Source: an optimization exercise on an open RTL-to-GDS flow (aim: small area). Production flows keep margins and buffers that such runs may drop. Where RTL was checked, it was by simulation tests only, not by an equivalence proof against the original. The RTL of runs 1 and 2 was laid out without a check of its function.

[design/flow/run.sh]
#!/bin/bash
# synth_recipe.tcl (not shown) runs the flow's synth.tcl, then flattens the netlist and writes it again
# the make line also repeats each setting of config.mk as NAME=value (left out here)
make -C /OpenROAD-flow-scripts/flow DESIGN_CONFIG=/design/flow/config.mk WORK_HOME=/design/flow/orfs CLKGATE_MAP_FILE= SYNTH_SCRIPT=/design/flow/synth_recipe.tcl finish
[design/flow/config.mk]
export PLATFORM = sky130hd
export DESIGN_NAME = pipelined_processor
export DESIGN_NICKNAME = pipelined_processor
export VERILOG_FILES = /design/flow/design.v
export SDC_FILE = /design/flow/constraint.sdc
export NUM_CORES = 4
export LEC_CHECK = 0
export CAP_MARGIN = 20
export CORE_MARGIN = 2
export CORE_UTILIZATION = 40
export SLEW_MARGIN = 20
[design/flow/constraint.sdc]
create_clock -name core_clock -period 50.0 [get_ports {clk}]
set_input_delay 10.0000 -clock core_clock [delete_from_list [all_inputs] [get_ports {clk}]]
set_output_delay 10.0000 -clock core_clock [all_outputs]
set_load 0.01 [all_outputs]
[design/flow/design.v]
module muldiv (
    input  wire        mode,    
    input  wire [15:0] a,
    input  wire [15:0] b,
    output wire [31:0] prod,
    output wire [15:0] quo
);
  wire [15:0] x = mode ? a : ~b;
  wire [15:0] row [0:16];
  wire [15:0] tbits, cbits;
  wire [15:0] bz;
  assign bz[15] = 1'b1;
  genvar s, j;
  generate
    for (s = 14; s >= 0; s = s - 1) begin : g_bz
      assign bz[s] = bz[s+1] & ~b[s+1];
    end
  endgenerate
  assign row[0] = 16'h0000;
  generate
    for (s = 0; s < 16; s = s + 1) begin : g_row
      wire g = b[15-s] | ~mode;
      wire [16:0] c;
      wire [15:0] xin, sm, o;
      assign c[0] = ~mode;
      assign xin[0] = a[15-s] & ~mode;
      for (j = 1; j < 16; j = j + 1) begin : g_in
        assign xin[j] = row[s][j-1];
      end
      for (j = 0; j < 16; j = j + 1) begin : g_cell
        wire op = x[j] & g;
        assign sm[j] = xin[j] ^ op ^ c[j];
        assign c[j+1] = (xin[j] & op) | (xin[j] & c[j]) | (op & c[j]);
      end
      wire q = c[s+1] & bz[s];
      assign quo[15-s] = q;
      wire sel = mode | q;
      for (j = 0; j < 16; j = j + 1) begin : g_out
        if (j <= s && s < 15) begin : g_mux
          assign o[j] = sel ? sm[j] : xin[j];
        end else begin : g_nomux
          assign o[j] = sm[j];
        end
      end
      assign row[s+1] = o;
      assign tbits[15-s] = row[s][15];
      assign cbits[15-s] = c[16];
    end
  endgenerate
  assign prod[15:0] = row[16];
  wire [15:0] hk;
  assign hk[0] = 1'b0;
  generate
    for (j = 0; j < 15; j = j + 1) begin : g_hi
      assign prod[16+j] = tbits[j] ^ cbits[j] ^ hk[j];
      assign hk[j+1] = (tbits[j] & cbits[j]) | (tbits[j] & hk[j]) | (cbits[j] & hk[j]);
    end
  endgenerate
  assign prod[31] = hk[15];
endmodule
module ALU (
    input  wire [4:0]  opcode,
    input  wire [15:0] a,           
    input  wire [15:0] b,           
    input  wire [7:0]  imm,         
    input  wire [15:0] flags,       
    input  wire [15:0] input_reg,
    input  wire [15:0] dmem_rdata,
    output reg  [15:0] r0,          
    output reg  [15:0] r1,          
    output reg  [15:0] nf,          
    output reg         fen,         
    output reg         we0,         
    output reg         dbl          
);
  wire [3:0] bp = imm[7:4];
  wire is_sub = (opcode == 5'b00010) | (opcode == 5'b01001);
  wire is_inc = (opcode == 5'b01000);
  wire [15:0] bb = is_inc ? 16'h0000 : (is_sub ? ~b : b);
  wire [16:0] ac;
  wire [15:0] sum;
  assign ac[0] = is_sub | is_inc;
  genvar j;
  generate
    for (j = 0; j < 16; j = j + 1) begin : g_add
      assign sum[j] = a[j] ^ bb[j] ^ ac[j];
      assign ac[j+1] = (a[j] & bb[j]) | (a[j] & ac[j]) | (bb[j] & ac[j]);
    end
  endgenerate
  wire cout = ac[16];
  wire ovf = (a[15] == bb[15]) & (sum[15] ^ a[15]);
  wire [31:0] prod;
  wire [15:0] quo;
  muldiv md (.mode(opcode == 5'b00001), .a(a), .b(b), .prod(prod), .quo(quo));
  wire [15:0] mask = 16'h0001 << bp;
  wire bit_in = input_reg[bp];
  wire bz = (b == 16'h0000);
  reg common;
  always @* begin
    r0 = a;
    r1 = 16'h0000;
    fen = 1'b0;
    we0 = 1'b0;
    dbl = 1'b0;
    common = 1'b0;
    nf = flags;
    case (opcode)
      5'b11001: begin r0 = sum; fen = 1'b1; we0 = 1'b1; common = 1'b1;
                  nf[0] = cout; nf[1] = ovf; end
      5'b00010: begin r0 = sum; fen = 1'b1; we0 = 1'b1; common = 1'b1;
                  nf[0] = ~cout; nf[1] = ovf; end
      5'b01001: begin r0 = sum; fen = 1'b1; common = 1'b1;
                  nf[0] = ~cout; nf[2] = cout & (sum != 16'h0000); end
      5'b01000: begin r0 = sum; fen = 1'b1; we0 = 1'b1; common = 1'b1;
                  nf[0] = cout; nf[1] = ovf; end
      5'b00001: begin r0 = prod[15:0]; r1 = prod[31:16]; fen = 1'b1; we0 = 1'b1;
                  dbl = 1'b1; nf[0] = 1'b0; end
      5'b00011: begin r0 = quo; fen = 1'b1; we0 = 1'b1; common = ~bz;
                  if (bz) nf[1] = 1'b1; end
      5'b00100: begin r0 = ~a; fen = 1'b1; we0 = 1'b1; common = 1'b1; end
      5'b00101: begin r0 = a & b; fen = 1'b1; we0 = 1'b1; common = 1'b1; end
      5'b00110:  begin r0 = a | b; fen = 1'b1; we0 = 1'b1; common = 1'b1; end
      5'b00111: begin r0 = a ^ b; fen = 1'b1; we0 = 1'b1; common = 1'b1; end
      5'b01010:  begin r0 = {a[0], a[15:1]}; fen = 1'b1; we0 = 1'b1; common = 1'b1; end
      5'b01011:  begin r0 = {a[14:0], a[15]}; fen = 1'b1; we0 = 1'b1; common = 1'b1; end
      5'b01100: begin r0 = a | mask; fen = 1'b1; we0 = 1'b1; common = 1'b1; end
      5'b01101: begin r0 = a & ~mask; fen = 1'b1; we0 = 1'b1; common = 1'b1; end
      5'b01110: begin r0 = a ^ mask; fen = 1'b1; we0 = 1'b1; common = 1'b1; end
      5'b01111: begin fen = 1'b1; nf[bp] = 1'b1; end
      5'b10000: begin fen = 1'b1; nf[bp] = 1'b0; end
      5'b10001: begin fen = 1'b1; nf[bp] = ~flags[bp]; end
      5'b11110: begin fen = 1'b1; nf[4] = bit_in; end
      5'b10110: begin r0 = {a[15:8], imm}; we0 = 1'b1; end
      5'b10111: begin r0 = {imm, a[7:0]}; we0 = 1'b1; end
      5'b11000: begin r0 = a; we0 = 1'b1; end
      5'b10101: begin r0 = a; r1 = b; end
      5'b10100: begin r0 = dmem_rdata; we0 = 1'b1; dbl = 1'b1; end
      5'b11101: begin r0 = input_reg; we0 = 1'b1; end
      default: ;
    endcase
    if (opcode == 5'b00010 || opcode == 5'b01001) nf[3] = (sum == 16'h0000);
    if (common) begin
      nf[7] = (r0 == 16'h0000);
      nf[6] = r0[15];
      nf[5] = ~^r0;
    end
  end
endmodule
`timescale 1ps/1ps
module pipelined_processor(
  input wire clk,
  input wire rst,
  input wire [15:0] input_reg,
  output reg [15:0] output_reg,
  output wire [10:0] imem_addr,
  input wire [15:0] imem_rdata,
  output wire dmem_re,
  output wire [10:0] dmem_raddr,
  input wire [15:0] dmem_rdata,
  output wire dmem_we,
  output wire [10:0] dmem_waddr,
  output wire [15:0] dmem_wdata
);
  reg [10:0] pc;
  reg [4:0]  opD;         
  reg [10:0] fD;
  reg [4:0]  opE;         
  reg [10:0] fE;
  reg        jmpE;        
  reg [10:0] breg;        
  reg [15:0] T;           
  reg [15:0] U;           
  reg [10:0] fW;          
  reg        weW;         
  reg        dblW;        
  reg        stW;         
  reg        mviW;        
  reg [15:0] W0;          
  reg [15:0] W1;          
  reg        pV;          
  reg [2:0]  pA;
  reg [15:0] pD;
  reg [127:0] rf;        
  reg [7:0]  rfv;         
  assign imem_addr = pc;
  wire jfD = (opD == 5'b10011) & T[fD[7:4]];
  wire holdD = jfD | (opD == 5'b11111);
  wire [10:0] baddr = jfD ? fW : breg;
  wire [10:0] pcinc;
  wire [11:0] ic;
  assign ic[0] = 1'b1;
  genvar k;
  generate
    for (k = 0; k < 11; k = k + 1) begin : g_inc
      assign pcinc[k] = pc[k] ^ ic[k];
      assign ic[k+1] = pc[k] & ic[k];
    end
  endgenerate
  always @(posedge clk or posedge rst) begin
    if (rst) begin
      pc <= 11'd0;
      opD <= 5'd0;
      opE <= 5'd0;
      jmpE <= 1'b0;
    end else begin
      if (!holdD) pc <= jmpE ? baddr : pcinc;
      opD <= jmpE ? 5'd0 : imem_rdata[15:11];
      opE <= jmpE ? 5'd0 : opD;
      jmpE <= ~jmpE & jfD;
    end
  end
  always @(posedge clk) begin
    fD <= jmpE ? 11'd0 : imem_rdata[10:0];
    fE <= jmpE ? 11'd0 : fD;
    if (jfD) breg <= fW;
  end
  wire rdsrc = (opE == 5'b01100) | (opE == 5'b01101) | (opE == 5'b01110) |
               (opE == 5'b10110) | (opE == 5'b10111);
  wire [2:0] rs1 = rdsrc ? fE[10:8] : fE[7:5];
  wire [2:0] rs2 = fE[4:2];
  wire [2:0] rdW = mviW ? fW[7:5] : fW[10:8];
  reg [15:0] ra, rb;
  integer i;
  always @* begin
    ra = 16'h0000;
    rb = 16'h0000;
    for (i = 0; i < 8; i = i + 1) begin
      ra = ra | ({16{rfv[i] & (rs1 == i)}} & rf[16*i +: 16]);
      rb = rb | ({16{rfv[i] & (rs2 == i)}} & rf[16*i +: 16]);
    end
  end
  wire [15:0] a = (weW & (rdW == rs1)) ? W0 : ra;
  wire [15:0] b = (weW & (rdW == rs2)) ? W0 : rb;
  assign dmem_re = (opE == 5'b10100);
  assign dmem_raddr = ra[10:0];
  wire [15:0] r0, r1, nf;
  wire fen, we0, dbl;
  ALU alu (
    .opcode(opE), .a(a), .b(b), .imm(fE[7:0]), .flags(U),
    .input_reg(input_reg), .dmem_rdata(dmem_rdata),
    .r0(r0), .r1(r1), .nf(nf), .fen(fen), .we0(we0), .dbl(dbl)
  );
  always @(posedge clk or posedge rst) begin
    if (rst) begin
      T <= 16'h0000;
      weW <= 1'b0;
      dblW <= 1'b0;
      stW <= 1'b0;
      mviW <= 1'b0;
      output_reg <= 16'h0000;
      pV <= 1'b0;
      rfv <= 8'h00;
    end else begin
      if (fen) T <= nf;
      if (!jmpE) begin
        weW <= we0;
        dblW <= dbl;
        stW <= (opE == 5'b10101);
        mviW <= (opE == 5'b11101);
      end
      if (opE == 5'b11100) output_reg <= a;
      pV <= dblW;
      if (weW) rfv[rdW] <= 1'b1;
      if (pV) rfv[pA] <= 1'b1;
    end
  end
  always @(posedge clk) begin
    U <= T;
    if (!jmpE) begin
      fW <= fE;
      W0 <= r0;
      W1 <= r1;
    end
    pA <= rdW + 3'd1;
    pD <= W1;
  end
  always @(posedge clk) begin
    for (i = 0; i < 8; i = i + 1) begin
      if (weW && rdW == i) rf[16*i +: 16] <= W0;
      else if (pV && pA == i) rf[16*i +: 16] <= pD;
    end
  end
  assign dmem_we = stW;
  assign dmem_waddr = W0[10:0];
  assign dmem_wdata = W1;
endmodule
==> results of run 1 <==
## layout make-up
type	count	area, µm²
Tap cell	882	1100
Antenna cell	1	2.50
Multi-Input combinational cell	2194	19000
Inverter	143	537
Fill cell	6276	33100
Clock inverter	15	201
Sequential cell	306	8180
Clock buffer	43	891
Timing Repair Buffer	661	5330
## stage by stage
stage	area, µm²	instances
floorplan	28100	2868
global placement	33400	4152
detailed placement	33400	4152
CTS	34700	4218
global route	35300	4245
finish	35300	4245
## cells by family (layout without fill, tap and decap cells)
logic type               after synthesis  in the layout  share of synthesized area, %
AO/OA/AOI/OAI                        604            604                          15.0
XOR/XNOR                              38             38                          1.21
adder cells (fa/ha/maj)              310            310                          21.0
buffers and inverters                368            862                          5.36
flip-flops                           306            306                          29.7
multiplexers                         262            262                          11.5
other                                  0              1                             0
AND/OR/NAND/NOR                      980            980                          16.2
## worst paths after layout
path	slack, ps	startpoint	to
max	-7490	mviW$_DFFE_PP0N_	W1[14]$_DFFE_PN_
min	380	dblW$_DFFE_PP0N_	pV$_DFF_PP0_
max reg2reg	-7490	mviW$_DFFE_PP0N_	W1[14]$_DFFE_PN_
min reg2reg	380	dblW$_DFFE_PP0N_	pV$_DFF_PP0_
max in group asynchronous	39310	rst	opE[4]$_DFF_PP0_
min in group asynchronous	10030	rst	pc[3]$_DFFE_PP0N_
## per-layer routing
metal	global-route usage (%)	vias to the layer above	share of wire (%)
met4	11.8	4	4.4
met3	3.53	321	8.2
met1	42.2	13121	40
met2	51.9	1401	47
li1	-	11124	-
met5	0	-	0.024
## critical path, delay by kind of cell (launching register included)
kind,cells,cell delay [ps]
buffers and inverters,20,1100
muxes,1,280
and+or+nand+nor,35,4120
DFF,1,460
AOI/OAI and AO/OA,23,3820
adders and majority gates,134,45260
xor gates and xnor gates,14,2280
## repair_timing
action | 4_1_cts | 5_1_grt
gates resized for setup | 37 | 82
pin swaps | 25 | 27
buffers inserted | 8 | 25
endpoints found under the setup margin | 33 | 35
## cell usage in the layout (no fill, tap or decap), types with 24 or more instances in the layout
cell type / netlist / final
sky130_fd_sc_hd__nand3_1: 72 / 62
sky130_fd_sc_hd__mux2_2: 174 / 174
sky130_fd_sc_hd__ha_1: 55 / 53
sky130_fd_sc_hd__clkbuf_16: 0 / 31
sky130_fd_sc_hd__dfrtp_1: 67 / 64
sky130_fd_sc_hd__nor3_1: 43 / 36
sky130_fd_sc_hd__a22oi_1: 82 / 81
sky130_fd_sc_hd__clkdlybuf4s50_1: 0 / 116
sky130_fd_sc_hd__mux2i_1: 59 / 54
sky130_fd_sc_hd__a222oi_1: 36 / 36
sky130_fd_sc_hd__o21ai_0: 150 / 134
sky130_fd_sc_hd__fa_2: 0 / 131
sky130_fd_sc_hd__fa_1: 255 / 124
sky130_fd_sc_hd__edfxtp_1: 171 / 171
sky130_fd_sc_hd__nand2_1: 283 / 269
sky130_fd_sc_hd__inv_1: 139 / 117
sky130_fd_sc_hd__nor2b_1: 44 / 42
sky130_fd_sc_hd__nor2_1: 374 / 362
sky130_fd_sc_hd__o21ai_1: 13 / 25
sky130_fd_sc_hd__a21oi_1: 106 / 91
sky130_fd_sc_hd__nand4_1: 24 / 24
sky130_fd_sc_hd__buf_4: 15 / 535
sky130_fd_sc_hd__a31oi_1: 36 / 32
sky130_fd_sc_hd__dfxtp_1: 68 / 67
==> flow_summary.ini, run 1 <==
[placed_design]
io_buffers = 116
routabilityCongestion = 0.961
post-place-ws_ps = -7980
dpl.hpwl_um = 84500

[worst_setup_path]
crit_type = reg2reg
setup.worst_path.start_class = flip-flop
cp_common_cell = sky130_fd_sc_hd__fa_2
timing.critical_path.slowest_stage_cell = sky130_fd_sc_hd__or4b_4
timing.reg2reg.worst_path_depth = 227
setup.worst_path.end_class = flip-flop
slowest_delay_ps = 600
worstPathArrival_ps = 57880
data_required_critical_path_ps = 50390
cp_max_fo = 4

[finish]
final_core_utilization_pct = 51.6
max_flop_register = rf
largest_register_ff_count = 128
final_layout_size_suffix_gt1_share_pct = 33.6
layout.nets = 3697
area_growth_pct = 28.1

[logic_synthesis]
mappedNetlistArea_um2 = 27500
syn_avg_cell_area_um2 = 9.60
yosys_register_bits = 306
synth_top_cell_by_area = sky130_fd_sc_hd__edfxtp_1
yosysWarnings = 3
synth-edff-count = 171
seq_area_frac_synth_pct = 29.7
synth.net_count = 3228
synth_flop_cell = sky130_fd_sc_hd__edfxtp_1
synthCells = 2868
ys_top_cells_by_count = 374 x sky130_fd_sc_hd__nor2_1, 283 x sky130_fd_sc_hd__nand2_1, 255 x sky130_fd_sc_hd__fa_1, 177 x sky130_fd_sc_hd__clkbuf_1, 174 x sky130_fd_sc_hd__mux2_2
synth_largest_type_area_fraction_pct = 18.7
async_reset_ff_share_pct = 21.9
synth.top_cells.by_area = sky130_fd_sc_hd__edfxtp_1 19%, sky130_fd_sc_hd__fa_1 19%, sky130_fd_sc_hd__mux2_2 7.1%
ys_types = 98
synthMostInstantiatedCell = sky130_fd_sc_hd__nor2_1

[drt]
postRouteAntennaNets = 0
remaining_drc_errors = 0
finalWirelength_um = 112000
via_count = 25971
firstDrtPassIters = 10
routed_wire_length_per_instance_um = 26.4
via_per_inst = 6.12
drtIter0Drc = 3122

[min_path]
worst_hold_path.num_cells = 0
hp-class = reg2reg

[timing]
final_clock_period_utilization_by_the_worst_path_pct = 115
final_critical_path_setup_slack_ps = -7490
hold_viol = 0
max_slew.worst_pin.slew_ps = 1130
skew_ps = 32.0
worst_slew_margin_rel_pct = 24.2
setup_total_negative_slack_ps = -123210
finalWorstPathRequiredPeriod_ps = 57490
peak_freq_ghz = 0.0174
rsz0062_at_grt = true
maxSlewViolCount = 0
worst_hold_slack_ps = 376
final_count_of_negative_setup_slack_endpoints = 31

[clock_tree]
cts-root-to-sink-buffers = 3
cts-buffers-inserted = 31
cts.reportedPaths.clkPinSlew_ps = 70
insertion_delay_ps = 590
ctsRootBufferMaster = sky130_fd_sc_hd__clkbuf_16
cts_num_sinks = 306
htreeDepth = 1
cts_tree = done
postCtsHoldBufs = 0

[flow_run]
timing.max_cap.violations = 0

[global_route]
grt_first_pass_wirelength_um = 167000
grt_pass1_vias = 26427
grt_start_max_net_pins = 68
grt_use_total_pct = 31.3
total_congestion_overflow_after_global_routing = 0
grt_antenna_before_repair = 3

[floorplan]
die_h_um = 266
fp.dieArea_um2 = 70900
initial_util_pct = 40.3
placementRows = 96
die_w_um = 266
core_um2 = 68300
pin_count = 117

[run_status]
violations = negative setup slack
run_status = complete, but fails checks
==> run 2, diff against run 1 <==
--- a/design/flow/design.v
+++ b/design/flow/design.v
@@ -1,2 +1,2 @@
-module muldiv (
+module muldiv #(parameter LA = 8, parameter LAMIN = 8) (
     input  wire        mode,    
@@ -32,3 +32,19 @@
         assign sm[j] = xin[j] ^ op ^ c[j];
-        assign c[j+1] = (xin[j] & op) | (xin[j] & c[j]) | (op & c[j]);
+        if ((j % LA) == (LA - 1) && j <= s && s >= LAMIN) begin : g_la
+          wire [LA-1:0] gg, pp;
+          genvar i;
+          for (i = 0; i < LA; i = i + 1) begin : g_gp
+            assign gg[i] = xin[j-LA+1+i] & x[j-LA+1+i] & g;
+            assign pp[i] = xin[j-LA+1+i] | (x[j-LA+1+i] & g);
+          end
+          reg G;
+          integer m;
+          always @* begin
+            G = 1'b0;
+            for (m = 0; m < LA; m = m + 1) G = gg[m] | (pp[m] & G);
+          end
+          assign c[j+1] = G | ((&pp) & c[j-LA+1]);
+        end else begin : g_rc
+          assign c[j+1] = (xin[j] & op) | (xin[j] & c[j]) | (op & c[j]);
+        end
       end
--- a/design/flow/config.mk
+++ b/design/flow/config.mk
@@ -7,2 +7,3 @@
 export LEC_CHECK = 0
+export ABC_AREA = 1
 export CAP_MARGIN = 20
==> flow_summary.ini, run 2 <==
[run_status]
run_status = no timing/DRC/antenna violations

[logic_synthesis]
yosysWarnings = 3
synthMostInstantiatedCell = sky130_fd_sc_hd__nand2_1
synth-edff-count = 171
syn_avg_cell_area_um2 = 7.48
synth.net_count = 4413
mappedNetlistArea_um2 = 30000
synth.top_cells.by_area = sky130_fd_sc_hd__edfxtp_1 17%, sky130_fd_sc_hd__fa_1 16%, sky130_fd_sc_hd__nand2_1 10%
async_reset_ff_share_pct = 21.9
seq_area_frac_synth_pct = 27.3
yosys_register_bits = 306
ys_top_cells_by_count = 812 x sky130_fd_sc_hd__nand2_1, 605 x sky130_fd_sc_hd__inv_1, 480 x sky130_fd_sc_hd__nor2_1, 346 x sky130_fd_sc_hd__o21ai_0, 239 x sky130_fd_sc_hd__fa_1
synthCells = 4004
ys_types = 73
synth_largest_type_area_fraction_pct = 17.1
synth_top_cell_by_area = sky130_fd_sc_hd__edfxtp_1
synth_flop_cell = sky130_fd_sc_hd__edfxtp_1

[drt]
via_per_inst = 5.73
finalWirelength_um = 124000
firstDrtPassIters = 6
via_count = 29046
remaining_drc_errors = 0
postRouteAntennaNets = 0
routed_wire_length_per_instance_um = 24.4
drtIter0Drc = 3537

[clock_tree]
cts.reportedPaths.clkPinSlew_ps = 80
ctsRootBufferMaster = sky130_fd_sc_hd__clkbuf_16
cts-root-to-sink-buffers = 3
htreeDepth = 2
cts_num_sinks = 306
insertion_delay_ps = 580
cts-buffers-inserted = 35
cts_tree = done

[timing]
setup_total_negative_slack_ps = 0
worst_hold_slack_ps = 364
skew_ps = 35.1
final_clock_period_utilization_by_the_worst_path_pct = 94.3
worst_slew_margin_rel_pct = 24.1
final_count_of_negative_setup_slack_endpoints = 0
finalWorstPathRequiredPeriod_ps = 47160
max_slew.worst_pin.slew_ps = 1130
peak_freq_ghz = 0.0212
hold_viol = 0
maxSlewViolCount = 0

[worst_setup_path]
data_required_critical_path_ps = 50410
crit_type = reg2reg
cp_common_cell = sky130_fd_sc_hd__fa_1
cp_max_fo = 20
worstPathArrival_ps = 47570
slowest_delay_ps = 490
setup.worst_path.start_class = flip-flop
timing.critical_path.slowest_stage_cell = sky130_fd_sc_hd__nor4_1
setup.worst_path.end_class = flip-flop

[global_route]
total_congestion_overflow_after_global_routing = 0
grt_start_max_net_pins = 68
grt_antenna_before_repair = 3
grt_use_total_pct = 31.7
grt_pass1_vias = 27926
grt_first_pass_wirelength_um = 183000

[finish]
layout.nets = 4482
largest_register_ff_count = 128
max_flop_register = rf
mostFrequentLayoutCells = 802 x sky130_fd_sc_hd__nand2_1, 594 x sky130_fd_sc_hd__inv_1, 473 x sky130_fd_sc_hd__nor2_1
final_common_cell = sky130_fd_sc_hd__nand2_1
final_layout_size_suffix_gt1_share_pct = 9.78
area.sequential_um2 = 8180
combined_area_of_the_multi_input_logic_cells_um2 = 18800
num-fill-cells = 7598
area_growth_pct = 12.5

[floorplan]
die_h_um = 278
core_um2 = 74300
die_w_um = 278
placementRows = 100
fp.dieArea_um2 = 77100
pin_count = 117
initial_util_pct = 40.3

[placed_design]
routabilityCongestion = 1.01
io_buffers = 116
dpl.hpwl_um = 93300

[min_path]
hp-class = reg2reg

[flow_run]
timing.max_cap.violations = 0
==> run 2: critical path, delay by kind of cell, from the launching register on <==
family / cells / cell delay (ps)
AO/OA/AOI/OAI: 43 / 5480
flip-flops: 1 / 470
AND/OR/NAND/NOR: 79 / 8540
buffers and inverters: 44 / 4280
adder cells (fa/ha/maj): 77 / 28170
==> run 2: path summary, 6_finish.rpt <==
kind	start	endpoint	slack (ps)	cells after the start
min reg2reg	T[9]$_DFFE_PP0P_	U[9]$_DFF_P_	360	0
max in group asynchronous	rst	jmpE$_DFF_PP0_	39240	3
min	T[9]$_DFFE_PP0P_	U[9]$_DFF_P_	360	0
max	fE[4]$_SDFF_PP0_	W1[14]$_DFFE_PN_	2840	243
max reg2reg	fE[4]$_SDFF_PP0_	W1[14]$_DFFE_PN_	2840	243
min in group asynchronous	rst	opD[2]$_DFF_PP0_	10070	3
==> run 2: cell type report <==
class                           instances  share of cell area (%)
Multi-Input combinational cell       2877                    55.7
Sequential cell                       306                    24.3
Inverter                              643                    7.32
Timing Repair Buffer                  209                    5.58
Tap cell                              969                    3.59
Clock buffer                           52                    3.16
Clock inverter                         12                   0.334
Timing Repair inverter                  1                  0.0148
Antenna cell                            1                 0.00742
==> run 2: repair_timing <==
action | 4_1_cts | 5_1_grt
resized for setup | 0 | 82
setup buffers | 0 | 24
hold endpoints to repair | 0 | 0
endpoints found under the setup margin | 0 | 23
hold buffers | 0 | 0
==> run 2: metrics by stage <==
| stage | cells | util [%] | instance area, µm² | setup slack [ps] |
|---|---|---|---|---|
| after detailed placement | 4979 | 43.1 | 32000 | 521 |
| after global routing | 5069 | 45.4 | 33700 | -91.2 |
| final | 5070 | 45.4 | 33700 | 2840 |
| after global placement | 4979 | 43.1 | 32000 | 1230 |
| after CTS | 5043 | 44.7 | 33200 | 314 |
| after floorplan | 4004 | - | 30000 | 7160 |
==> run 2: cells by family after synthesis <==
group	after synthesis	synth area share (%)
AO/OA/AOI/OAI	757	15.1
AND/OR/NAND/NOR	1728	24.7
XOR/XNOR	26	0.760
adder cells (fa/ha/maj)	359	21.0
buffers and inverters	821	10.9
multiplexers	7	0.238
flip-flops	306	27.3
==> run 2: routing by layer <==
layer	up-vias	share of wire, %	GRT usage, %
met5	-	0	0
met2	1663	44	49.6
met3	368	10	6.70
li1	13087	-	-
met1	13928	40	42.2
met4	0	5.0	13.9
==> run 3, diff against run 2 <==
--- a/design/flow/design.v
+++ b/design/flow/design.v
@@ -270,8 +270,6 @@
       if (fen) T <= nf;
-      if (!jmpE) begin
-        weW <= we0;
-        dblW <= dbl;
-        stW <= (opE == 5'b10101);
-        mviW <= (opE == 5'b11101);
-      end
+      weW <= ~jmpE & we0;
+      dblW <= ~jmpE & dbl;
+      if (!jmpE) stW <= (opE == 5'b10101);
+      mviW <= (opE == 5'b11101);
       if (opE == 5'b11100) output_reg <= a;
@@ -284,5 +282,6 @@
     U <= T;
+    fW <= fE;
+    W0[15:11] <= r0[15:11];
     if (!jmpE) begin
-      fW <= fE;
-      W0 <= r0;
+      W0[10:0] <= r0[10:0];
       W1 <= r1;
@@ -292,7 +291,8 @@
   end
+  wire [7:0] s0 = weW ? (8'h01 << rdW) : 8'h00;
+  wire [7:0] s1 = pV ? ((8'h01 << pA) & ~s0) : 8'h00;
   always @(posedge clk) begin
-    for (i = 0; i < 8; i = i + 1) begin
-      if (weW && rdW == i) rf[16*i +: 16] <= W0;
-      else if (pV && pA == i) rf[16*i +: 16] <= pD;
-    end
+    for (i = 0; i < 8; i = i + 1)
+      rf[16*i +: 16] <= ({16{s0[i]}} & W0) | ({16{s1[i]}} & pD) |
+                        ({16{~(s0[i] | s1[i])}} & rf[16*i +: 16]);
   end
==> flow_summary.ini, run 3 <==
[finish]
num-fill-cells = 7596
combined_area_of_the_multi_input_logic_cells_um2 = 19500
final_layout_size_suffix_gt1_share_pct = 10.1
final_common_cell = sky130_fd_sc_hd__nand2_1
mostFrequentLayoutCells = 857 x sky130_fd_sc_hd__nand2_1, 589 x sky130_fd_sc_hd__inv_1, 482 x sky130_fd_sc_hd__nor2_1
area_growth_pct = 12.1
largest_register_ff_count = 128
layout.nets = 4573
max_flop_register = rf
area.sequential_um2 = 6740

[timing]
hold_viol = 0
final_count_of_negative_setup_slack_endpoints = 0
maxSlewViolCount = 0
final_critical_path_setup_slack_ps = 2890
skew_ps = 47.6
worst_slew_margin_rel_pct = 16.9
finalWorstPathRequiredPeriod_ps = 47110
final_clock_period_utilization_by_the_worst_path_pct = 94.2
peak_freq_ghz = 0.0212
max_slew.worst_pin.slew_ps = 1240

[placed_design]
post-place-ws_ps = 1260
dpl.hpwl_um = 93500
io_buffers = 116
routabilityCongestion = 1.05

[clock_tree]
postCtsHoldBufs = 0
cts.reportedPaths.clkPinSlew_ps = 70
insertion_delay_ps = 570
cts_num_sinks = 306
cts-root-to-sink-buffers = 3
cts-buffers-inserted = 36
htreeDepth = 2
cts_tree = done
ctsRootBufferMaster = sky130_fd_sc_hd__clkbuf_16

[global_route]
grt_start_max_net_pins = 68
grt_first_pass_wirelength_um = 184000
grt_antenna_before_repair = 2
grt_pass1_vias = 28542
total_congestion_overflow_after_global_routing = 0
grt_use_total_pct = 32.7

[floorplan]
die_h_um = 275
placementRows = 99
die_w_um = 275
initial_util_pct = 40.4
pin_count = 117
core_um2 = 72800
fp.dieArea_um2 = 75700

[worst_setup_path]
crit_type = reg2reg
timing.reg2reg.worst_path_depth = 243
worstPathArrival_ps = 47490
setup.worst_path.start_class = flip-flop
worst_r2r_startpoint = fE[4]$_SDFF_PP0_
ff2ff_setup_slack_ps = 2890
data_required_critical_path_ps = 50380
cp_common_cell = sky130_fd_sc_hd__fa_1
setup.worst_path.end_class = flip-flop
timing.critical_path.slowest_stage_cell = sky130_fd_sc_hd__nand2_1
slowest_delay_ps = 510
worstReg2RegEnd = W1[14]$_DFFE_PN_
cp_max_fo = 38

[logic_synthesis]
synthCells = 4078
seq_area_frac_synth_pct = 22.9
async_reset_ff_share_pct = 21.9
yosys_register_bits = 306
ys_top_cells_by_count = 861 x sky130_fd_sc_hd__nand2_1, 594 x sky130_fd_sc_hd__inv_1, 487 x sky130_fd_sc_hd__nor2_1, 239 x sky130_fd_sc_hd__fa_1, 224 x sky130_fd_sc_hd__o21ai_0
yosysWarnings = 3
synthMostInstantiatedCell = sky130_fd_sc_hd__nand2_1
syn_avg_cell_area_um2 = 7.21
mappedNetlistArea_um2 = 29400
synth.top_cells.by_area = sky130_fd_sc_hd__fa_1 16%, sky130_fd_sc_hd__dfxtp_1 14%, sky130_fd_sc_hd__nand2_1 11%
synth_largest_type_area_fraction_pct = 16.3
synth_flop_cell = sky130_fd_sc_hd__dfxtp_1
synth_top_cell_by_area = sky130_fd_sc_hd__fa_1
synth.net_count = 4487
synth-edff-count = 27
ys_types = 74

[min_path]
hp-class = reg2reg
hold_start = T[15]$_DFFE_PP0P_
hold-path-endpoint = U[15]$_DFF_P_
worst_hold_path.num_cells = 0

[drt]
firstDrtPassIters = 6
finalWirelength_um = 126000
routed_wire_length_per_instance_um = 24.4
drtIter0Drc = 3642
via_per_inst = 5.79
postRouteAntennaNets = 0
via_count = 29821
remaining_drc_errors = 0

[flow_run]
timing.max_cap.violations = 0

[run_status]
run_status = no timing/DRC/antenna violations
-- run 3: cell count changes in the layout (fill, tap and decap cells not counted), sizes merged, moves of 28 or more --
cell and change:
nand2 +73, dfxtp +144, nand3 +28, o21ai -129, o221ai +132, edfxtp -144
-- run 3: layout make-up --
type | count | share of cell area [%]
Multi-Input combinational cell | 2958 | 59.1
Sequential cell | 306 | 20.4
Inverter | 656 | 7.57
Timing Repair Buffer | 203 | 5.56
Tap cell | 959 | 3.64
Clock buffer | 47 | 3.01
Clock inverter | 18 | 0.588
Timing Repair inverter | 3 | 0.0531
Antenna cell | 4 | 0.0303
-- run 3: kinds of logic (layout without fill, tap and decap cells) --
group / count (synthesis) / count (layout) / share of synthesized area, %
compound gates: 701 / 701 / 15.4
xor+xnor: 23 / 23 / 0.685
fa+ha+maj: 359 / 359 / 21.4
buf+inv: 815 / 927 / 11.1
flops: 306 / 306 / 22.9
mux: 10 / 10 / 0.340
other cells: 0 / 4 / 0
simple gates: 1864 / 1865 / 28.2
-- run 3: worst max-delay path by stage --
| stage | start | to | slack [ps] | cells after the start |
|---|---|---|---|---|
| after CTS | fE[5]$_SDFF_PP0_ | W1[14]$_DFFE_PN_ | 1130 | 242 |
| after detailed placement | fE[5]$_SDFF_PP0_ | W1[14]$_DFFE_PN_ | 1260 | 242 |
| after global routing | fE[4]$_SDFF_PP0_ | W1[14]$_DFFE_PN_ | -5 | 251 |
| after global placement | fE[5]$_SDFF_PP0_ | W1[14]$_DFFE_PN_ | 2320 | 238 |
| after floorplan | opE[1]$_DFF_PP0_ | W1[14]$_DFFE_PN_ | 7900 | 226 |
| final | fE[4]$_SDFF_PP0_ | W1[14]$_DFFE_PN_ | 2890 | 243 |
-- run 3: repair_timing --
action                     in CTS  in global routing
gates resized for setup         0                 34
buffers inserted                0                 25
setup endpoints to repair       0                 14
-- run 3: worst max-delay path: cells and delay by family, from the launching register on --
family | cells | cell delay (ps)
adder cells (fa/ha/maj) | 75 | 27420
buffers and inverters | 38 | 3950
AO/OA/AOI/OAI | 35 | 4440
flip-flops | 1 | 320
AND/OR/NAND/NOR | 95 | 10720
-- run 3: stage by stage --
step	cell area [µm²]	cells	setup TNS [ps]	hold slack (ps)	util (%)
after floorplan	29400	4078	0	331	-
after global placement	31500	5056	0	351	43.2
after detailed placement	31500	5056	0	353	43.2
after CTS	32700	5121	0	366	44.8
after global routing	33000	5150	-4.71	370	45.3
final	33000	5154	0	366	45.3
-- run 3: per-layer routing --
metal  wire length (µm)  track usage, %  vias to the layer above
li1                   -               -                    13418
met5                  0               0                        -
met2              55700            52.0                     1783
met1              50200            42.4                    14172
met4               7240            15.6                        0
met3              12600            6.90                      448
==> run 4, diff against run 3 <==
--- a/design/flow/design.v
+++ b/design/flow/design.v
@@ -31,4 +31,10 @@
         wire op = x[j] & g;
-        assign sm[j] = xin[j] ^ op ^ c[j];
-        if ((j % LA) == (LA - 1) && j <= s && s >= LAMIN) begin : g_la
+        if (s == 0 && j > 0) begin : g_s0
+          assign sm[j] = op;
+        end else begin : g_s
+          assign sm[j] = xin[j] ^ op ^ c[j];
+        end
+        if (s == 0 && j > 0) begin : g_r0
+          assign c[j+1] = 1'b0;
+        end else if ((j % LA) == (LA - 1) && j <= s && s >= LAMIN) begin : g_la
           wire [LA-1:0] gg, pp;
@@ -114,2 +120,3 @@
   reg common;
+  wire zero = (r0 == 16'h0000);
   always @* begin
@@ -128,3 +135,3 @@
       5'b01001: begin r0 = sum; fen = 1'b1; common = 1'b1;
-                  nf[0] = ~cout; nf[2] = cout & (sum != 16'h0000); end
+                  nf[0] = ~cout; nf[2] = cout & ~zero; end
       5'b01000: begin r0 = sum; fen = 1'b1; we0 = 1'b1; common = 1'b1;
@@ -156,5 +163,5 @@
     endcase
-    if (opcode == 5'b00010 || opcode == 5'b01001) nf[3] = (sum == 16'h0000);
+    if (opcode == 5'b00010 || opcode == 5'b01001) nf[3] = zero;
     if (common) begin
-      nf[7] = (r0 == 16'h0000);
+      nf[7] = zero;
       nf[6] = r0[15];
@@ -203,3 +210,2 @@
   wire holdD = jfD | (opD == 5'b11111);
-  wire [10:0] baddr = jfD ? fW : breg;
   wire [10:0] pcinc;
@@ -221,3 +227,3 @@
     end else begin
-      if (!holdD) pc <= jmpE ? baddr : pcinc;
+      if (!holdD) pc <= jmpE ? breg : pcinc;
       opD <= jmpE ? 5'd0 : imem_rdata[15:11];
@@ -230,3 +236,3 @@
     fE <= jmpE ? 11'd0 : fD;
-    if (jfD) breg <= fW;
+    breg <= fW;
   end
--- a/design/flow/config.mk
+++ b/design/flow/config.mk
@@ -11,2 +11,3 @@
 export CORE_UTILIZATION = 40
+export CTS_BUF_LIST = sky130_fd_sc_hd__clkbuf_4
 export SLEW_MARGIN = 20
==> flow_summary.ini, run 4 <==
[run_status]
run_status = no timing/DRC/antenna violations

[drt]
routed_wire_length_per_instance_um = 23.9
via_count = 29367
via_per_inst = 5.73
remaining_drc_errors = 0
finalWirelength_um = 122000
drtIter0Drc = 3463
firstDrtPassIters = 19
postRouteAntennaNets = 0

[timing]
setup_total_negative_slack_ps = 0
maxSlewViolCount = 0
max_slew.worst_pin.slew_ps = 1260
final_clock_period_utilization_by_the_worst_path_pct = 94.4
final_count_of_negative_setup_slack_endpoints = 0
skew_ps = 86.3
finalWorstPathRequiredPeriod_ps = 47210
peak_freq_ghz = 0.0212
hold_viol = 0
worst_slew_margin_rel_pct = 16.0
rsz0062_at_grt = false

[global_route]
grt_antenna_before_repair = 5
gr-usage-met1_pct = 42.4
grt_start_max_net_pins = 68
top_usage_layer = met2
grt_first_pass_wirelength_um = 182000
total_congestion_overflow_after_global_routing = 0
grt_pass1_vias = 28669
global_route.usage.met3_pct = 6.94
grt_use_total_pct = 32.6
grt.met2_usage_pct = 51.0

[clock_tree]
htreeDepth = 3
postCtsHoldBufs = 0
cts_tree = done
cts.reportedPaths.clkPinSlew_ps = 70
ctsRootBufferMaster = sky130_fd_sc_hd__clkbuf_4
cts-buffers-inserted = 86
cts_num_sinks = 306
insertion_delay_ps = 860
cts-root-to-sink-buffers = 3

[finish]
num-fill-cells = 7424
final_layout_size_suffix_gt1_share_pct = 12.0
area_growth_pct = 13.2
max_flop_register = rf
final_cells = 5125
final_common_cell = sky130_fd_sc_hd__nand2_1
layout.nets = 4495
largest_register_ff_count = 128
mostFrequentLayoutCells = 820 x sky130_fd_sc_hd__nand2_1, 577 x sky130_fd_sc_hd__inv_1, 433 x sky130_fd_sc_hd__nor2_1

[worst_setup_path]
critPathBufInv = 32
cp_max_fo = 16
worstPathArrival_ps = 47870
data_required_critical_path_ps = 50670
worst_r2r_startpoint = opE[4]$_DFF_PP0_
setup.worst_path.end_class = flip-flop
cp_top_family = adder cells
cp_common_cell = sky130_fd_sc_hd__fa_1
crit_start = opE[4]$_DFF_PP0_
crit_type = reg2reg
timing.critical_path.slowest_stage_cell = sky130_fd_sc_hd__dfrtp_2
slowest_delay_ps = 520
setup.worst_path.start_class = flip-flop

[placed_design]
routabilityCongestion = 1.04
dpl.hpwl_um = 90500
place_inst = 4929
io_buffers = 116

[floorplan]
placementRows = 98
core_um2 = 71400
fp.dieArea_um2 = 74200
pin_count = 117
die_h_um = 272
die_w_um = 272
initial_util_pct = 40.4

[logic_synthesis]
mappedNetlistArea_um2 = 28800
synth_largest_type_area_fraction_pct = 16.6
synth_top_cell_by_area = sky130_fd_sc_hd__fa_1
syn_avg_cell_area_um2 = 7.29
synth-edff-count = 27
seq_area_frac_synth_pct = 23.4
yosys_register_bits = 306
async_reset_ff_share_pct = 21.9
synthCells = 3948
yosysWarnings = 3
synth.net_count = 4343
synth.top_cells.by_area = sky130_fd_sc_hd__fa_1 17%, sky130_fd_sc_hd__dfxtp_1 15%, sky130_fd_sc_hd__nand2_1 11%
ys_top_cells_by_count = 827 x sky130_fd_sc_hd__nand2_1, 582 x sky130_fd_sc_hd__inv_1, 436 x sky130_fd_sc_hd__nor2_1, 242 x sky130_fd_sc_hd__o21ai_0, 239 x sky130_fd_sc_hd__fa_1
ys_types = 75
synth_flop_cell = sky130_fd_sc_hd__dfxtp_1
synthMostInstantiatedCell = sky130_fd_sc_hd__nand2_1

[min_path]
hp-class = reg2reg
hold_start = fW[0]$_DFF_P_

[flow_run]
timing.max_cap.violations = 0
==> run 4: cells by family after synthesis <==
family / after synthesis / synth area share (%)
xor gates and xnor gates: 27 / 0.821
adders and majority gates: 345 / 21.2
and+or+nand+nor: 1747 / 27.0
AOI/OAI and AO/OA: 722 / 16.5
buffers and inverters: 801 / 11.1
DFF: 306 / 23.4
==> run 4: area by class of cell <==
type | instances | area [µm²] | share of cell area [%]
timing repair inverter | 1 | 5.00 | 0.0154
inverter | 641 | 2460 | 7.54
clock inverter | 22 | 128 | 0.392
clock buffer | 137 | 1030 | 3.16
antenna | 4 | 10.0 | 0.0307
timing repair buffer | 223 | 2000 | 6.14
multi-input combinational | 2841 | 19000 | 58.4
tap | 950 | 1190 | 3.65
sequential | 306 | 6740 | 20.7
==> run 4: routing by layer <==
| metal | vias to the layer above | wire length [µm] |
|---|---|---|
| met5 | - | 11 |
| met4 | 2 | 7290 |
| met3 | 442 | 12700 |
| met2 | 1753 | 53700 |
| met1 | 13930 | 48600 |
| li1 | 13240 | - |
==> run 4: what timing repair did <==
| item | 4_1_cts | 5_1_grt |
|---|---|---|
| buffers inserted | 0 | 32 |
| gates resized for setup | 0 | 43 |
| hold endpoints to repair | 0 | 0 |
| setup endpoints to repair | 0 | 22 |
==> run 4: worst paths after layout <==
kind | end | slack [ps] | depth (start not counted)
max in group asynchronous | opE[4]$_DFF_PP0_ | 39560 | 3
setup reg to reg | W1[14]$_DFFE_PN_ | 2790 | 240
hold reg to reg | breg[0]$_DFF_P_ | 300 | 0
min in group asynchronous | pV$_DFF_PP0_ | 9740 | 3
setup / recovery | W1[14]$_DFFE_PN_ | 2790 | 240
hold / removal | breg[0]$_DFF_P_ | 300 | 0
==> run 4: stage by stage <==
stage	utilization, %	setup WS [ps]	hold slack (ps)	area [µm²]
3_3_place_gp	43.4	1400	310	31000
5_1_grt	45.7	26.1	306	32600
2_1_floorplan	-	7490	310	28800
4_1_cts	45.0	271	284	32100
6_report	45.7	2790	303	32600
3_5_place_dp	43.4	374	315	31000
==> run 4: worst register-to-register path: cells and delay by family (launching register included) <==
| family | cells | cell delay [ps] |
|---|---|---|
| adders and majority gates | 80 | 29060 |
| and+or+nand+nor | 84 | 9070 |
| AOI/OAI and AO/OA | 44 | 5580 |
| buffers and inverters | 32 | 2850 |
| DFF | 1 | 520 |
==> run 5, diff against run 4 <==
==> design/flow/flow/run.sh (new file) <==
#!/bin/bash
set -o pipefail
export BUFFER_PORTS_ARGS="-buffer_cell sky130_fd_sc_hd__buf_1"
bash standard.sh > standard.log 2>&1
==> design/flow/standard.sh (new file) <==
#!/bin/bash
# synth_recipe.tcl (not shown) runs the flow's synth.tcl, then flattens the netlist and writes it again
# the make line also repeats each setting of config.mk as NAME=value (left out here)
make -C /OpenROAD-flow-scripts/flow DESIGN_CONFIG=/design/flow/config.mk WORK_HOME=/design/flow/orfs CLKGATE_MAP_FILE= SYNTH_SCRIPT=/design/flow/synth_recipe.tcl "${@:-finish}"
removed: design/flow/run.sh
==> flow_summary.ini, run 5 <==
[run_status]
run_status = no timing/DRC/antenna violations

[floorplan]
die_w_um = 272
placementRows = 98
fp.dieArea_um2 = 74200
initial_util_pct = 40.4
core_um2 = 71400
pin_count = 117
die_h_um = 272

[global_route]
global_route.usage.met3_pct = 7.68
grt.met2_usage_pct = 52.0
top_usage_layer = met2
total_congestion_overflow_after_global_routing = 0
gr-usage-met1_pct = 42.7
grt_first_pass_wirelength_um = 184000
grt_start_max_net_pins = 68
grt_pass1_vias = 28429
grt_antenna_before_repair = 6
grt_use_total_pct = 33.2

[worst_setup_path]
crit_type = reg2reg
timing.reg2reg.worst_path_depth = 236
setup.worst_path.end_class = flip-flop
ff2ff_setup_slack_ps = 2960
data_required_critical_path_ps = 50660
worstReg2RegEnd = W1[14]$_DFFE_PN_
setup.worst_path.start_class = flip-flop
slowest_delay_ps = 620
worst_setup_path_endpoint = W1[14]$_DFFE_PN_
worst_r2r_startpoint = fE[4]$_SDFF_PP0_
cp_common_cell = sky130_fd_sc_hd__fa_1
timing.critical_path.slowest_stage_cell = sky130_fd_sc_hd__nor2_2
cp_max_fo = 32
crit_start = fE[4]$_SDFF_PP0_
worstPathArrival_ps = 47700

[drt]
finalWirelength_um = 125000
remaining_drc_errors = 0
postRouteAntennaNets = 0
drtIter0Drc = 3836
via_count = 29552
routed_wire_length_per_instance_um = 24.4
firstDrtPassIters = 9
via_per_inst = 5.78

[timing]
maxSlewViolCount = 0
final_critical_path_setup_slack_ps = 2960
max_slew.worst_pin.slew_ps = 1290
worst_slew_margin_rel_pct = 14.2
finalWorstPathRequiredPeriod_ps = 47040
skew_ps = 100
final_clock_period_utilization_by_the_worst_path_pct = 94.1
worst_hold_slack_ps = 297
peak_freq_ghz = 0.0213
setup_total_negative_slack_ps = 0
final_count_of_negative_setup_slack_endpoints = 0
hold_viol = 0

[logic_synthesis]
yosysWarnings = 3
async_reset_ff_share_pct = 21.9
synthCells = 3948
mappedNetlistArea_um2 = 28800
seq_area_frac_synth_pct = 23.4
synth_largest_type_area_fraction_pct = 16.6
ys_types = 75
ys_top_cells_by_count = 827 x sky130_fd_sc_hd__nand2_1, 582 x sky130_fd_sc_hd__inv_1, 436 x sky130_fd_sc_hd__nor2_1, 242 x sky130_fd_sc_hd__o21ai_0, 239 x sky130_fd_sc_hd__fa_1
synth-edff-count = 27
synth.net_count = 4343
synth_top_cell_by_area = sky130_fd_sc_hd__fa_1
syn_avg_cell_area_um2 = 7.29
yosys_register_bits = 306
synth_flop_cell = sky130_fd_sc_hd__dfxtp_1
synth.top_cells.by_area = sky130_fd_sc_hd__fa_1 17%, sky130_fd_sc_hd__dfxtp_1 15%, sky130_fd_sc_hd__nand2_1 11%
synthMostInstantiatedCell = sky130_fd_sc_hd__nand2_1

[finish]
final_cells = 5114
area_growth_pct = 10.2
final_layout_size_suffix_gt1_share_pct = 12.0
largest_register_ff_count = 128
layout.nets = 4490
mostFrequentLayoutCells = 818 x sky130_fd_sc_hd__nand2_1, 575 x sky130_fd_sc_hd__inv_1, 431 x sky130_fd_sc_hd__nor2_1
max_flop_register = rf
final_common_cell = sky130_fd_sc_hd__nand2_1

[clock_tree]
cts-root-to-sink-buffers = 3
cts-buffers-inserted = 83
cts_tree = done
cts_num_sinks = 306
ctsRootBufferMaster = sky130_fd_sc_hd__clkbuf_4
cts.reportedPaths.clkPinSlew_ps = 70
insertion_delay_ps = 860
htreeDepth = 3

[placed_design]
dpl.hpwl_um = 91300
routabilityCongestion = 1.03
post-place-ws_ps = 151
place_inst = 4927
io_buffers = 116

[flow_run]
timing.max_cap.violations = 0

[min_path]
hp-class = reg2reg
[run 5: cell counts after synthesis]
No cell type changed its count.
[run 5: cells by family after synthesis]
group,after synthesis,share of synthesized area [%]
fa+ha+maj,345,21.2
simple gates,1747,27.0
xor+xnor,27,0.821
compound gates,722,16.5
buf+inv,801,11.1
flops,306,23.4
[run 5: layout make-up]
class                           instances  area [µm²]
Fill cell                            7510       39600
Multi-Input combinational cell       2841       19000
Sequential cell                       306        6740
Inverter                              641        2460
Timing Repair Buffer                  219        1240
Tap cell                              950        1190
Clock buffer                          127         953
Clock inverter                         25         113
Timing Repair inverter                  3        17.5
Antenna cell                            2        5.00
[run 5: critical path: cells and delay by family (launching register included)]
family	cells	cell delay [ps]
AO/OA/AOI/OAI	43	5270
adder cells (fa/ha/maj)	79	28640
flip-flops	1	330
AND/OR/NAND/NOR	82	9760
buffers and inverters	32	2880
[run 5: how the worst min path moves through the flow]
| stage | start | cells past startpoint | to |
|---|---|---|---|
| floorplan | fW[0]$_DFF_P_ | 0 | breg[0]$_DFF_P_ |
| global placement | fW[0]$_DFF_P_ | 0 | breg[0]$_DFF_P_ |
| detailed placement | fW[0]$_DFF_P_ | 0 | breg[0]$_DFF_P_ |
| CTS | fW[8]$_DFF_P_ | 0 | breg[8]$_DFF_P_ |
| global route | fW[8]$_DFF_P_ | 0 | breg[8]$_DFF_P_ |
| finish | fW[8]$_DFF_P_ | 0 | breg[8]$_DFF_P_ |
[run 5: per-layer routing]
metal | routed length (µm) | vias to the layer above
met1 | 49400 | 14190
li1 | - | 13228
met4 | 7040 | 8
met5 | 81 | -
met2 | 55600 | 1693
met3 | 12500 | 433
[run 5: metrics by stage]
step	area (µm²)	util, %
2_1_floorplan	28800	-
3_3_place_gp	30200	42.4
3_5_place_dp	30200	42.4
4_1_cts	31300	43.9
5_1_grt	31700	44.5
6_report	31700	44.5
[run 5: timing repair]
| action | 4_1_cts | 5_1_grt |
|---|---|---|
| setup buffers | 0 | 30 |
| hold buffers | 0 | 0 |
| setup endpoints to repair | 0 | 21 |
| endpoints found under the hold margin | 0 | 0 |
| gates resized for setup | 0 | 44 |
==> run 6, diff against run 5 <==
==> design/flow/flow/run.sh (replaced) <==
#!/bin/bash
set -o pipefail
export BUFFER_PORTS_ARGS="-buffer_cell sky130_fd_sc_hd__buf_1"
export CTS_ARGS="-sink_clustering_enable -repair_clock_nets -dont_use_dummy_load -buf_list sky130_fd_sc_hd__clkbuf_16"
bash standard.sh > standard.log 2>&1
--- a/design/flow/config.mk
+++ b/design/flow/config.mk
@@ -11,3 +11,2 @@
 export CORE_UTILIZATION = 40
-export CTS_BUF_LIST = sky130_fd_sc_hd__clkbuf_4
 export SLEW_MARGIN = 20
==> flow_summary.ini, run 6 <==
[run_status]
run_status = no timing/DRC/antenna violations

[drt]
via_per_inst = 5.86
remaining_drc_errors = 0
via_count = 29269
drtIter0Drc = 3435
routed_wire_length_per_instance_um = 24.8
finalWirelength_um = 124000
firstDrtPassIters = 8
postRouteAntennaNets = 0

[logic_synthesis]
async_reset_ff_share_pct = 21.9
mappedNetlistArea_um2 = 28800
seq_area_frac_synth_pct = 23.4
synth.net_count = 4343
yosysWarnings = 3
synth_top_cell_by_area = sky130_fd_sc_hd__fa_1
synth_flop_cell = sky130_fd_sc_hd__dfxtp_1
synthMostInstantiatedCell = sky130_fd_sc_hd__nand2_1
syn_avg_cell_area_um2 = 7.29
synth-edff-count = 27
synthCells = 3948
ys_types = 75
yosys_register_bits = 306
synth.top_cells.by_area = sky130_fd_sc_hd__fa_1 17%, sky130_fd_sc_hd__dfxtp_1 15%, sky130_fd_sc_hd__nand2_1 11%
ys_top_cells_by_count = 827 x sky130_fd_sc_hd__nand2_1, 582 x sky130_fd_sc_hd__inv_1, 436 x sky130_fd_sc_hd__nor2_1, 242 x sky130_fd_sc_hd__o21ai_0, 239 x sky130_fd_sc_hd__fa_1
synth_largest_type_area_fraction_pct = 16.6

[finish]
final_core_utilization_pct = 44.2
max_flop_register = rf
largest_register_ff_count = 128
mostFrequentLayoutCells = 818 x sky130_fd_sc_hd__nand2_1, 575 x sky130_fd_sc_hd__inv_1, 431 x sky130_fd_sc_hd__nor2_1
layout.nets = 4441
final_common_cell = sky130_fd_sc_hd__nand2_1
final_area_um2 = 31500
final_layout_size_suffix_gt1_share_pct = 9.77
area_growth_pct = 9.47

[clock_tree]
htreeDepth = 2
cts-buffers-inserted = 35
cts-root-to-sink-buffers = 3
cts.reportedPaths.clkPinSlew_ps = 60
postCtsHoldBufs = 0
insertion_delay_ps = 560
cts_tree = done
ctsRootBufferMaster = sky130_fd_sc_hd__clkbuf_16
cts_num_sinks = 306

[min_path]
hold-path-endpoint = breg[0]$_DFF_P_
hp-class = reg2reg
worst_hold_path.num_cells = 0
hold_start = fW[0]$_DFF_P_

[floorplan]
die_h_um = 272
initial_util_pct = 40.4
placementRows = 98
die_w_um = 272
pin_count = 117
fp.dieArea_um2 = 74200
core_um2 = 71400

[placed_design]
dpl.hpwl_um = 91300
postPlaceCellArea_um2 = 30200
io_buffers = 116
routabilityCongestion = 1.03

[global_route]
grt_first_pass_wirelength_um = 183000
grt_use_total_pct = 33.0
total_congestion_overflow_after_global_routing = 0
grt_start_max_net_pins = 68
grt_antenna_before_repair = 5
grt_pass1_vias = 28022

[worst_setup_path]
timing.critical_path.slowest_stage_cell = sky130_fd_sc_hd__nand4_1
timing.reg2reg.worst_path_depth = 239
ff2ff_setup_slack_ps = 2970
data_required_critical_path_ps = 50390
worstReg2RegEnd = W1[14]$_DFFE_PN_
setup.worst_path.start_class = flip-flop
worstPathArrival_ps = 47420
crit_type = reg2reg
slowest_delay_ps = 560
cp_common_cell = sky130_fd_sc_hd__fa_1
setup.worst_path.end_class = flip-flop
worst_r2r_startpoint = fE[3]$_SDFF_PP0_
cp_max_fo = 11

[timing]
maxSlewViolCount = 0
worst_hold_slack_ps = 323
hold_viol = 0
final_clock_period_utilization_by_the_worst_path_pct = 94.1
max_slew.worst_pin.slew_ps = 1250
peak_freq_ghz = 0.0213
finalWorstPathRequiredPeriod_ps = 47030
worst_slew_margin_rel_pct = 16.8
skew_ps = 44.7
final_count_of_negative_setup_slack_endpoints = 0

[flow_run]
timing.max_cap.violations = 0
-- run 6: cell families after synthesis --
kind of cell             after synthesis  share of synthesized area [%]
adder cells (fa/ha/maj)              345                           21.2
buffers and inverters                801                           11.1
flip-flops                           306                           23.4
XOR/XNOR                              27                          0.821
AO/OA/AOI/OAI                        722                           16.5
AND/OR/NAND/NOR                     1747                           27.0
-- run 6: how the worst max path moves through the flow --
stage / slack (ps) / end / start / cells past startpoint
after floorplan: 7490 / W1[14]$_DFFE_PN_ / opE[4]$_DFF_PP0_ / 227
after global routing: -30 / W1[14]$_DFFE_PN_ / mviW$_DFF_PP0_ / 249
after detailed placement: 150 / W1[14]$_DFFE_PN_ / fE[4]$_SDFF_PP0_ / 238
after global placement: 1370 / W1[14]$_DFFE_PN_ / fE[4]$_SDFF_PP0_ / 238
after CTS: 120 / W1[14]$_DFFE_PN_ / fE[4]$_SDFF_PP0_ / 238
final: 2970 / W1[14]$_DFFE_PN_ / fE[3]$_SDFF_PP0_ / 239
-- run 6: cell type report --
cell class                      count  area (µm²)
Timing Repair Buffer              218        1220
Fill cell                        7453       39800
Sequential cell                   306        6740
Tap cell                          950        1190
Inverter                          641        2470
Clock buffer                       35         876
Multi-Input combinational cell   2841       19000
Antenna cell                        1        2.50
Timing Repair inverter              3        17.5
-- run 6: routing by layer --
metal | share of wire (%) | global-route usage, % | up-vias
li1 | - | - | 13029
met1 | 39 | 42.8 | 14091
met2 | 44 | 51.8 | 1699
met3 | 10 | 7.30 | 442
met4 | 5.8 | 16.6 | 8
met5 | 0.067 | 0 | -
-- run 6: worst max-delay path, delay by kind of cell, from the launching register on --
| family | cells | cell delay, ps |
|---|---|---|
| AOI/OAI and AO/OA | 44 | 5380 |
| adders and majority gates | 78 | 28710 |
| DFF | 1 | 490 |
| buffers and inverters | 32 | 2850 |
| and+or+nand+nor | 85 | 9420 |
-- run 6: per-stage QoR --
| step | setup TNS [ps] | worst slack (ps) | cells |
|---|---|---|---|
| finish | 0 | 2970 | 4995 |
| global route | -25.3 | -25.3 | 4994 |
| CTS | 0 | 116 | 4962 |
| detailed placement | 0 | 151 | 4927 |
| global placement | 0 | 1370 | 4927 |
| floorplan | 0 | 7490 | 3948 |
-- run 6: timing repair --
| item | 4_1_cts | 5_1_grt |
|---|---|---|
| resized for setup | 0 | 44 |
| buffers inserted | 0 | 29 |
| endpoints found under the setup margin | 0 | 22 |
==> run 7, diff against run 6 <==
==> design/flow/flow/run.sh (replaced) <==
#!/bin/bash
set -o pipefail
export BUFFER_PORTS_ARGS="-buffer_cell sky130_fd_sc_hd__buf_1"
export CTS_ARGS="-sink_clustering_enable -repair_clock_nets -dont_use_dummy_load -sink_clustering_size 30 -sink_clustering_max_diameter 80 -buf_list sky130_fd_sc_hd__clkbuf_16"
bash standard.sh > standard.log 2>&1
==> flow_summary.ini, run 7 <==
[finish]
largest_register_ff_count = 128
final_core_utilization_pct = 43.6
area_growth_pct = 8.06
max_flop_register = rf
final_layout_size_suffix_gt1_share_pct = 9.39
insertedDiodeCount = 0
num-fill-cells = 7502
layout.nets = 4424
mostFrequentLayoutCells = 818 x sky130_fd_sc_hd__nand2_1, 575 x sky130_fd_sc_hd__inv_1, 431 x sky130_fd_sc_hd__nor2_1
final_common_cell = sky130_fd_sc_hd__nand2_1

[logic_synthesis]
synth-edff-count = 27
ys_top_cells_by_count = 827 x sky130_fd_sc_hd__nand2_1, 582 x sky130_fd_sc_hd__inv_1, 436 x sky130_fd_sc_hd__nor2_1, 242 x sky130_fd_sc_hd__o21ai_0, 239 x sky130_fd_sc_hd__fa_1
synth.net_count = 4343
async_reset_ff_share_pct = 21.9
synth_largest_type_area_fraction_pct = 16.6
synth_top_cell_by_area = sky130_fd_sc_hd__fa_1
synth_flop_cell = sky130_fd_sc_hd__dfxtp_1
yosys_register_bits = 306
mappedNetlistArea_um2 = 28800
synthCells = 3948
seq_area_frac_synth_pct = 23.4
synth.top_cells.by_area = sky130_fd_sc_hd__fa_1 17%, sky130_fd_sc_hd__dfxtp_1 15%, sky130_fd_sc_hd__nand2_1 11%
syn_avg_cell_area_um2 = 7.29
yosysWarnings = 3
ys_types = 75
synthMostInstantiatedCell = sky130_fd_sc_hd__nand2_1

[timing]
maxSlewViolCount = 0
final_count_of_negative_setup_slack_endpoints = 0
max_slew.worst_pin.slew_ps = 1260
peak_freq_ghz = 0.0213
hold_viol = 0
skew_ps = 85.0
setup_total_negative_slack_ps = 0
worst_slew_margin_rel_pct = 16.2
worst_hold_slack_ps = 333
finalWorstPathRequiredPeriod_ps = 47050
final_clock_period_utilization_by_the_worst_path_pct = 94.1
final_critical_path_setup_slack_ps = 2950

[worst_setup_path]
cp_max_fo = 11
cp_common_cell = sky130_fd_sc_hd__fa_1
data_required_critical_path_ps = 50420
setup.worst_path.start_class = flip-flop
slowest_delay_ps = 550
worstPathArrival_ps = 47470
setup.worst_path.end_class = flip-flop
timing.critical_path.slowest_stage_cell = sky130_fd_sc_hd__nand4_1
crit_type = reg2reg

[global_route]
grt_first_pass_wirelength_um = 182000
grt_start_max_net_pins = 68
grt_antenna_before_repair = 5
grt_use_total_pct = 32.7
total_congestion_overflow_after_global_routing = 0
grt_pass1_vias = 27859

[floorplan]
die_w_um = 272
die_h_um = 272
placementRows = 98
initial_util_pct = 40.4
fp.dieArea_um2 = 74200
core_um2 = 71400
pin_count = 117

[drt]
remaining_drc_errors = 0
drtIter0Drc = 3435
finalWirelength_um = 123000
via_count = 29027
firstDrtPassIters = 9
routed_wire_length_per_instance_um = 24.8
via_per_inst = 5.83
postRouteAntennaNets = 0

[clock_tree]
cts.reportedPaths.clkPinSlew_ps = 110
ctsRootBufferMaster = sky130_fd_sc_hd__clkbuf_16
cts_tree = done
cts_num_sinks = 306
insertion_delay_ps = 570
cts-buffers-inserted = 19
htreeDepth = 1
cts-root-to-sink-buffers = 3

[placed_design]
post-place-ws_ps = 151
dpl.hpwl_um = 91300
routabilityCongestion = 1.03
io_buffers = 116

[min_path]
hp-class = reg2reg

[flow_run]
timing.max_cap.violations = 0

[run_status]
run_status = no timing/DRC/antenna violations
==> run 7: cell type report <==
| cell class | instances | area, µm² | share of cell area, % |
|---|---|---|---|
| Timing Repair Buffer | 217 | 1220 | 3.92 |
| Inverter | 641 | 2470 | 7.93 |
| Multi-Input combinational cell | 2841 | 19000 | 61.1 |
| Sequential cell | 306 | 6740 | 21.6 |
| Clock buffer | 19 | 475 | 1.53 |
| Timing Repair inverter | 3 | 17.5 | 0.0563 |
| Tap cell | 950 | 1190 | 3.82 |
==> run 7: final timing paths <==
check	start	endpoint	slack [ps]	cells after the start
hold reg to reg	fW[0]$_DFF_P_	breg[0]$_DFF_P_	330	0
hold / removal	fW[0]$_DFF_P_	breg[0]$_DFF_P_	330	0
max in group asynchronous	rst	T[0]$_DFFE_PP0P_	39600	3
setup / recovery	fE[3]$_SDFF_PP0_	W1[14]$_DFFE_PN_	2950	239
setup reg to reg	fE[3]$_SDFF_PP0_	W1[14]$_DFFE_PN_	2950	239
min in group asynchronous	rst	pc[4]$_DFFE_PP0N_	9680	3
==> run 7: what timing repair did <==
action                                  4_1_cts  5_1_grt
resized for setup                             0       45
setup buffers                                 0       28
endpoints found under the hold margin         0        0
hold buffers                                  0        0
endpoints found under the setup margin        0       21
==> run 7: layer usage <==
layer	up-vias	global-route usage (%)	wire length, µm
met4	8	15.9	7090
li1	12996	-	-
met5	-	0	62
met3	403	6.74	12000
met1	13957	42.6	49300
met2	1663	51.8	54900
==> run 7: cell families (layout without fill, tap and decap cells) <==
family | after synthesis | in the layout | synth area share (%)
xor gates and xnor gates | 27 | 27 | 0.821
and+or+nand+nor | 1747 | 1747 | 27.0
DFF | 306 | 306 | 23.4
adders and majority gates | 345 | 345 | 21.2
AOI/OAI and AO/OA | 722 | 722 | 16.5
buffers and inverters | 801 | 880 | 11.1
==> run 7: through the flow <==
stage | cells | cell area, µm²
6_report | 4977 | 31100
5_1_grt | 4977 | 31100
4_1_cts | 4946 | 30700
3_5_place_dp | 4927 | 30200
3_3_place_gp | 4927 | 30200
2_1_floorplan | 3948 | 28800
==> run 7: worst max-delay path, delay by kind of cell, from the launching register on <==
kind,cells,cell delay (ps)
flip-flops,1,510
AND/OR/NAND/NOR,85,9420
buffers and inverters,32,2850
adder cells (fa/ha/maj),78,28730
AO/OA/AOI/OAI,44,5380

## static timing again, ports no longer ideal
The flow's constraints put no driver on any port. The routed layouts listed below were extracted and timed again, unchanged, in two steps.
Step 1 sets driving cells, clkbuf_16 on the clock port and buf_2 on the other inputs (assumed; they add their load-dependent delay and slew).
Step 2 adds t to the input delays and takes it off the output delays; t is the mean of the earliest and latest rising clock arrival at the registers after step 1. Input paths then give back, and output paths get back, about the clock's delay inside the block.
Slacks: ideal ports / drivers / drivers and shift; pairs: ideal ports / drivers.
| run | t (ns) | slack for setup (ns) | worst slew at a driven data input, ns |
|---|---|---|---|
| run 1 | 0.624 | -7.489 / -7.489 / -7.489 | 0.05 |
| run 2 | 0.625 | 2.839 / 2.839 / 2.839 | 0.06 |
| run 3 | 0.617 | 2.892 / 2.892 / 2.892 | 0.06 |
| run 4 | 0.873 | 2.791 / 2.791 / 2.791 | 0.07 |
| run 5 | 0.869 | 2.960 / 2.960 / 2.960 | 0.07 |
| run 6 | 0.599 | 2.970 / 2.970 / 2.970 | 0.07 |
| run 7 | 0.598 | 2.955 / 2.955 / 2.955 | 0.07 |
